From an optimization exercise on the open Yosys and OpenROAD flow, aimed at small area, a short achievable clock period and few clock cycles per item; shortcuts taken in it are not production practice. In this exercise RTL edits were held to simulation tests only and were not proved equivalent to the original.

Setup of run 1:
## bubbleSort
module bubbleSort #(
    parameter SIZE_DATA = 16,
    parameter NUM_VALS  = 8
)(
    input  logic                         i_clk,
    input  logic                         i_rst_n,
    input  logic                         i_start,
    input  logic [NUM_VALS-1:0][SIZE_DATA-1:0]    i_data,
    output logic [NUM_VALS-1:0][SIZE_DATA-1:0]    o_data,
    output logic                         o_done
);
    logic [2:0] valid;
    always_ff @(posedge i_clk or negedge i_rst_n) begin
        if (!i_rst_n)
            valid <= '0;
        else
            valid <= {valid[1:0], i_start};
    end
    assign o_done = valid[2];
    logic s1_02, sn1_02;
    bs_cmp_00 c1_02 (.a(i_data[0]), .b(i_data[2]), .s(s1_02), .sn(sn1_02));
    logic s1_13, sn1_13;
    bs_cmp_00 c1_13 (.a(i_data[1]), .b(i_data[3]), .s(s1_13), .sn(sn1_13));
    logic s1_46, sn1_46;
    bs_cmp_00 c1_46 (.a(i_data[4]), .b(i_data[6]), .s(s1_46), .sn(sn1_46));
    logic s1_57, sn1_57;
    bs_cmp_00 c1_57 (.a(i_data[5]), .b(i_data[7]), .s(s1_57), .sn(sn1_57));
    logic [SIZE_DATA-1:0] k1_0, k1_2;
    bs_swap_00011 x1_02 (.a(i_data[0]), .b(i_data[2]), .s(s1_02), .sn(sn1_02), .lo(k1_0), .hi(k1_2));
    logic [SIZE_DATA-1:0] k1_1, k1_3;
    bs_swap_00000 x1_13 (.a(i_data[1]), .b(i_data[3]), .s(s1_13), .sn(sn1_13), .lo(k1_1), .hi(k1_3));
    logic [SIZE_DATA-1:0] k1_4, k1_6;
    bs_swap_00011 x1_46 (.a(i_data[4]), .b(i_data[6]), .s(s1_46), .sn(sn1_46), .lo(k1_4), .hi(k1_6));
    logic [SIZE_DATA-1:0] k1_5, k1_7;
    bs_swap_00011 x1_57 (.a(i_data[5]), .b(i_data[7]), .s(s1_57), .sn(sn1_57), .lo(k1_5), .hi(k1_7));
    logic [SIZE_DATA-1:0] r0_0;
    logic [SIZE_DATA-1:0] r0_1;
    logic [SIZE_DATA-1:0] r0_2;
    logic [SIZE_DATA-1:0] r0_3;
    logic [SIZE_DATA-1:0] r0_4;
    logic [SIZE_DATA-1:0] r0_5;
    logic [SIZE_DATA-1:0] r0_6;
    logic [SIZE_DATA-1:0] r0_7;
    always_ff @(posedge i_clk) begin
        r0_0 <= k1_0;
        r0_1 <= k1_1;
        r0_2 <= k1_2;
        r0_3 <= k1_3;
        r0_4 <= k1_4;
        r0_5 <= k1_5;
        r0_6 <= k1_6;
        r0_7 <= k1_7;
    end
    logic s2_04, sn2_04;
    bs_cmp_11 c2_04 (.a(r0_0), .b(r0_4), .s(s2_04), .sn(sn2_04));
  ...
For scale: about 2400 cells after synthesis, ~260 I/O pins, about 17000 µm² of cells after synthesis.
clock: 15.0 ns
lec_check: 0
abc_area: 1
cap_margin: 50
core_margin: 2
core_utilization: 40
place_density: 0.72
slew_margin: 50
standard.sh (not shown) runs the stock make flow with config.mk's settings and CLKGATE_MAP_FILE= SYNTH_SCRIPT=/design/flow/synth_recipe.tcl, a recipe that flattens the netlist after the stock synthesis.
==> flow/flow/run.sh <==
#!/bin/bash
# Layout flow: the standard ORFS flow (standard.sh) with these changes:
#  - synthesis: if flow/cells_map.v exists, the design's gate-level leaf
#    modules (bs_*) are mapped onto the sky130hd cells of the same function
#    before the rest of synth_recipe.tcl runs; the remaining logic is mapped
#    with flow/abc.script instead of ORFS's abc_area.script. The register
#    mapping is unchanged.
#  - the make variables in flow/make_vars.txt (one VAR=value per line) are
#    added to the make command line, e.g. a larger SETUP_SLACK_MARGIN so
#    repair_timing sizes and buffers the critical paths.
# Each tool's log stays in orfs/logs/; the make output goes to standard_custom.log.
set -euo pipefail
HERE=$(pwd)
cp "$FLOW_HOME/scripts/synth.tcl" synth_abc.tcl
sed -i "s|^source \$::env(SCRIPTS_DIR)/synth_preamble.tcl|&\nset abc_args [lreplace \$abc_args 1 1 $HERE/flow/abc.script]|" synth_abc.tcl
if [[ -f flow/cells_map.v ]]; then
  sed -i "0,/^hierarchy -check -top \$::env(DESIGN_NAME)/s||&\ntechmap -map $HERE/flow/cells_map.v|" synth_abc.tcl
fi
sed "s|\$::env(SCRIPTS_DIR)/synth.tcl|$HERE/synth_abc.tcl|" synth_recipe.tcl > synth_recipe_abc.tcl
EXTRA=""
while IFS= read -r line; do
  [[ -z "$line" || "$line" == \#* ]] && continue
  EXTRA="$EXTRA '$line'"
done < flow/make_vars.txt
sed -e "s|SYNTH_SCRIPT=[^ ]*|SYNTH_SCRIPT=$HERE/synth_recipe_abc.tcl|" \
    -e "s|\"\${@:-finish}\"|$EXTRA &|" standard.sh > standard_custom.sh
bash standard_custom.sh "$@" > standard_custom.log 2>&1
==> flow/flow/cells_map.v <==
// Maps the design's gate-level leaf modules (bs_*) onto the sky130hd cells
// of the same function, drive strength 1.

module bs_inv (A, Y);
    input A;
    output Y;
    sky130_fd_sc_hd__inv_1 _TECHMAP_REPLACE_ (.A(A), .Y(Y));
endmodule

module bs_nand2 (A, B, Y);
    input A, B;
    output Y;
    sky130_fd_sc_hd__nand2_1 _TECHMAP_REPLACE_ (.A(A), .B(B), .Y(Y));
endmodule

module bs_nor2 (A, B, Y);
    input A, B;
    output Y;
    sky130_fd_sc_hd__nor2_1 _TECHMAP_REPLACE_ (.A(A), .B(B), .Y(Y));
endmodule

module bs_nand2b (A_N, B, Y);
    input A_N, B;
    output Y;
    sky130_fd_sc_hd__nand2b_1 _TECHMAP_REPLACE_ (.A_N(A_N), .B(B), .Y(Y));
endmodule

module bs_nor2b (A, B_N, Y);
    input A, B_N;
    output Y;
    sky130_fd_sc_hd__nor2b_1 _TECHMAP_REPLACE_ (.A(A), .B_N(B_N), .Y(Y));
endmodule

module bs_a21oi (A1, A2, B1, Y);
    input A1, A2, B1;
    output Y;
    sky130_fd_sc_hd__a21oi_1 _TECHMAP_REPLACE_ (.A1(A1), .A2(A2), .B1(B1), .Y(Y));
endmodule

module bs_o21ai (A1, A2, B1, Y);
    input A1, A2, B1;
    output Y;
    sky130_fd_sc_hd__o21ai_1 _TECHMAP_REPLACE_ (.A1(A1), .A2(A2), .B1(B1), .Y(Y));
endmodule

module bs_a21o (A1, A2, B1, X);
    input A1, A2, B1;
    output X;
    sky130_fd_sc_hd__a21o_1 _TECHMAP_REPLACE_ (.A1(A1), .A2(A2), .B1(B1), .X(X));
endmodule

module bs_o21a (A1, A2, B1, X);
    input A1, A2, B1;
    output X;
    sky130_fd_sc_hd__o21a_1 _TECHMAP_REPLACE_ (.A1(A1), .A2(A2), .B1(B1), .X(X));
endmodule

module bs_o22ai (A1, A2, B1, B2, Y);
    input A1, A2, B1, B2;
    output Y;
    sky130_fd_sc_hd__o22ai_1 _TECHMAP_REPLACE_ (.A1(A1), .A2(A2), .B1(B1), .B2(B2), .Y(Y));
endmodule

module bs_a22o (A1, A2, B1, B2, X);
    input A1, A2, B1, B2;
    output X;
    sky130_fd_sc_hd__a22o_1 _TECHMAP_REPLACE_ (.A1(A1), .A2(A2), .B1(B1), .B2(B2), .X(X));
endmodule

module bs_o2bb2ai (A1_N, A2_N, B1, B2, Y);
    input A1_N, A2_N, B1, B2;
    output Y;
    sky130_fd_sc_hd__o2bb2ai_1 _TECHMAP_REPLACE_ (.A1_N(A1_N), .A2_N(A2_N), .B1(B1), .B2(B2), .Y(Y));
endmodule
module bs_or2 (A, B, X);
    input A, B;
    output X;
    sky130_fd_sc_hd__or2_1 _TECHMAP_REPLACE_ (.A(A), .B(B), .X(X));
endmodule

module bs_a222oi (A1, A2, B1, B2, C1, C2, Y);
    input A1, A2, B1, B2, C1, C2;
    output Y;
    sky130_fd_sc_hd__a222oi_1 _TECHMAP_REPLACE_ (.A1(A1), .A2(A2), .B1(B1), .B2(B2), .C1(C1), .C2(C2), .Y(Y));
endmodule

module bs_nor3 (A, B, C, Y);
    input A, B, C;
    output Y;
    sky130_fd_sc_hd__nor3_1 _TECHMAP_REPLACE_ (.A(A), .B(B), .C(C), .Y(Y));
endmodule

module bs_nor4 (A, B, C, D, Y);
    input A, B, C, D;
    output Y;
    sky130_fd_sc_hd__nor4_1 _TECHMAP_REPLACE_ (.A(A), .B(B), .C(C), .D(D), .Y(Y));
endmodule
==> flow/flow/make_vars.txt <==
SETUP_SLACK_MARGIN=10.6
BUFFER_PORTS_ARGS=-buffer_cell sky130_fd_sc_hd__buf_1
CTS_ARGS=-sink_clustering_enable -repair_clock_nets -dont_use_dummy_load -buf_list {sky130_fd_sc_hd__clkbuf_8} -sink_clustering_size 20 -sink_clustering_max_diameter 60
Other scripts of this flow, unchanged in this note and not shown: flow/flow/abc.script
Testbench counts of run 1, summed over its fixed seeds: cycles 2,072, sets 2,048.
Input changes introduced in run 2 (baseline for comparison: run 1):
# run 1
export LEC_CHECK = 0
export ABC_AREA = 1
export CAP_MARGIN = 50
export CORE_MARGIN = 2
export CORE_UTILIZATION = 40
export PLACE_DENSITY = 0.72
export SLEW_MARGIN = 50
create_clock -name core_clock -period 15.0 [get_ports {i_clk}]
# run 2
export LEC_CHECK = 0
export ABC_AREA = 1
export CAP_MARGIN = 50
export CORE_MARGIN = 2
export CORE_UTILIZATION = 40
export SLEW_MARGIN = 50
create_clock -name core_clock -period 15.0 [get_ports {i_clk}]
-- flow/flow/cells_map.v --
<<< run 1, line 73
    sky130_fd_sc_hd__o2bb2ai_1 _TECHMAP_REPLACE_ (.A1_N(A1_N), .A2_N(A2_N), .B1(B1), .B2(B2), .Y(Y));
endmodule
module bs_or2 (A, B, X);
    input A, B;
    output X;
    sky130_fd_sc_hd__or2_1 _TECHMAP_REPLACE_ (.A(A), .B(B), .X(X));
endmodule

module bs_a222oi (A1, A2, B1, B2, C1, C2, Y);
    input A1, A2, B1, B2, C1, C2;
    output Y;
    sky130_fd_sc_hd__a222oi_1 _TECHMAP_REPLACE_ (.A1(A1), .A2(A2), .B1(B1), .B2(B2), .C1(C1), .C2(C2), .Y(Y));
endmodule

module bs_nor3 (A, B, C, Y);
    input A, B, C;
    output Y;
    sky130_fd_sc_hd__nor3_1 _TECHMAP_REPLACE_ (.A(A), .B(B), .C(C), .Y(Y));
endmodule

module bs_nor4 (A, B, C, D, Y);
    input A, B, C, D;
    output Y;
    sky130_fd_sc_hd__nor4_1 _TECHMAP_REPLACE_ (.A(A), .B(B), .C(C), .D(D), .Y(Y));
endmodule
>>> run 2, line 73
    sky130_fd_sc_hd__o2bb2ai_1 _TECHMAP_REPLACE_ (.A1_N(A1_N), .A2_N(A2_N), .B1(B1), .B2(B2), .Y(Y));
endmodule
==> flow/flow/make_vars.txt <==
SETUP_SLACK_MARGIN=10.6
BUFFER_PORTS_ARGS=-buffer_cell sky130_fd_sc_hd__buf_2
Run 1 → run 2: sequential share of layout area has decreased; number of diodes fell 1; overall global routing resource usage went up 0.84 points; die area did not really move; non-clock buffer count now larger. Number of non-filler instances in the completed layout: run 2 vs run 1 up 46. Run 1 -> run 2: post-place instance area increased slightly. Of run 2 and run 1, it is run 2 that has the higher final area.
Edits applied to the flow inputs when going from run 2 to run 3:
# run 2
export LEC_CHECK = 0
export ABC_AREA = 1
export CAP_MARGIN = 50
export CORE_MARGIN = 2
export CORE_UTILIZATION = 40
export SLEW_MARGIN = 50
create_clock -name core_clock -period 15.0 [get_ports {i_clk}]
# run 3
export LEC_CHECK = 0
export ABC_AREA = 1
export CAP_MARGIN = 50
export CORE_MARGIN = 2
export CORE_UTILIZATION = 55
export PLACE_DENSITY = 0.7
export SLEW_MARGIN = 50
create_clock -name core_clock -period 15.0 [get_ports {i_clk}]
==> flow/flow/make_vars.txt <==
SETUP_SLACK_MARGIN=10.6
BUFFER_PORTS_ARGS=-buffer_cell sky130_fd_sc_hd__buf_1
CTS_ARGS=-sink_clustering_enable -repair_clock_nets -dont_use_dummy_load -buf_list {sky130_fd_sc_hd__clkbuf_8} -sink_clustering_size 20 -sink_clustering_max_diameter 60
[summary]
Run 3 vs run 2: via count of the first global-routing pass down
The clock transition at the registers of the reported paths of run 3 exceeds that of run 2 by 0.05 ns.

[static timing again, ports no longer ideal]
No port has a modelled driver above. Below, the same layouts with a new extraction and two added sets of constraints.
Step 1 assumes that a clkbuf_16 drives the clock port and a buf_2 every other input.
Step 2 also shifts input and output timing later by t, the mid clock arrival at the registers, as if the neighbouring blocks saw the same clock.
a / b / c = no drivers / after step 1 / after step 2; a / b = the first two.
run	t (ns)	slack for setup (ns)	worst setup path after step 2	worst register clock-pin slew, ns
run 1	0.665	10.781 / 10.723 / 10.260	input to register	0.12 / 0.12
run 2	0.615	10.797 / 10.832 / 10.218	input to register	0.06 / 0.06
run 3	0.639	10.764 / 10.764 / 10.182	input to register	0.11 / 0.11
After both steps every run listed still meets setup and hold. The setup slack of run 3, which loses most, moves by 0.000 ns with the drivers and by -0.582 ns with both steps.
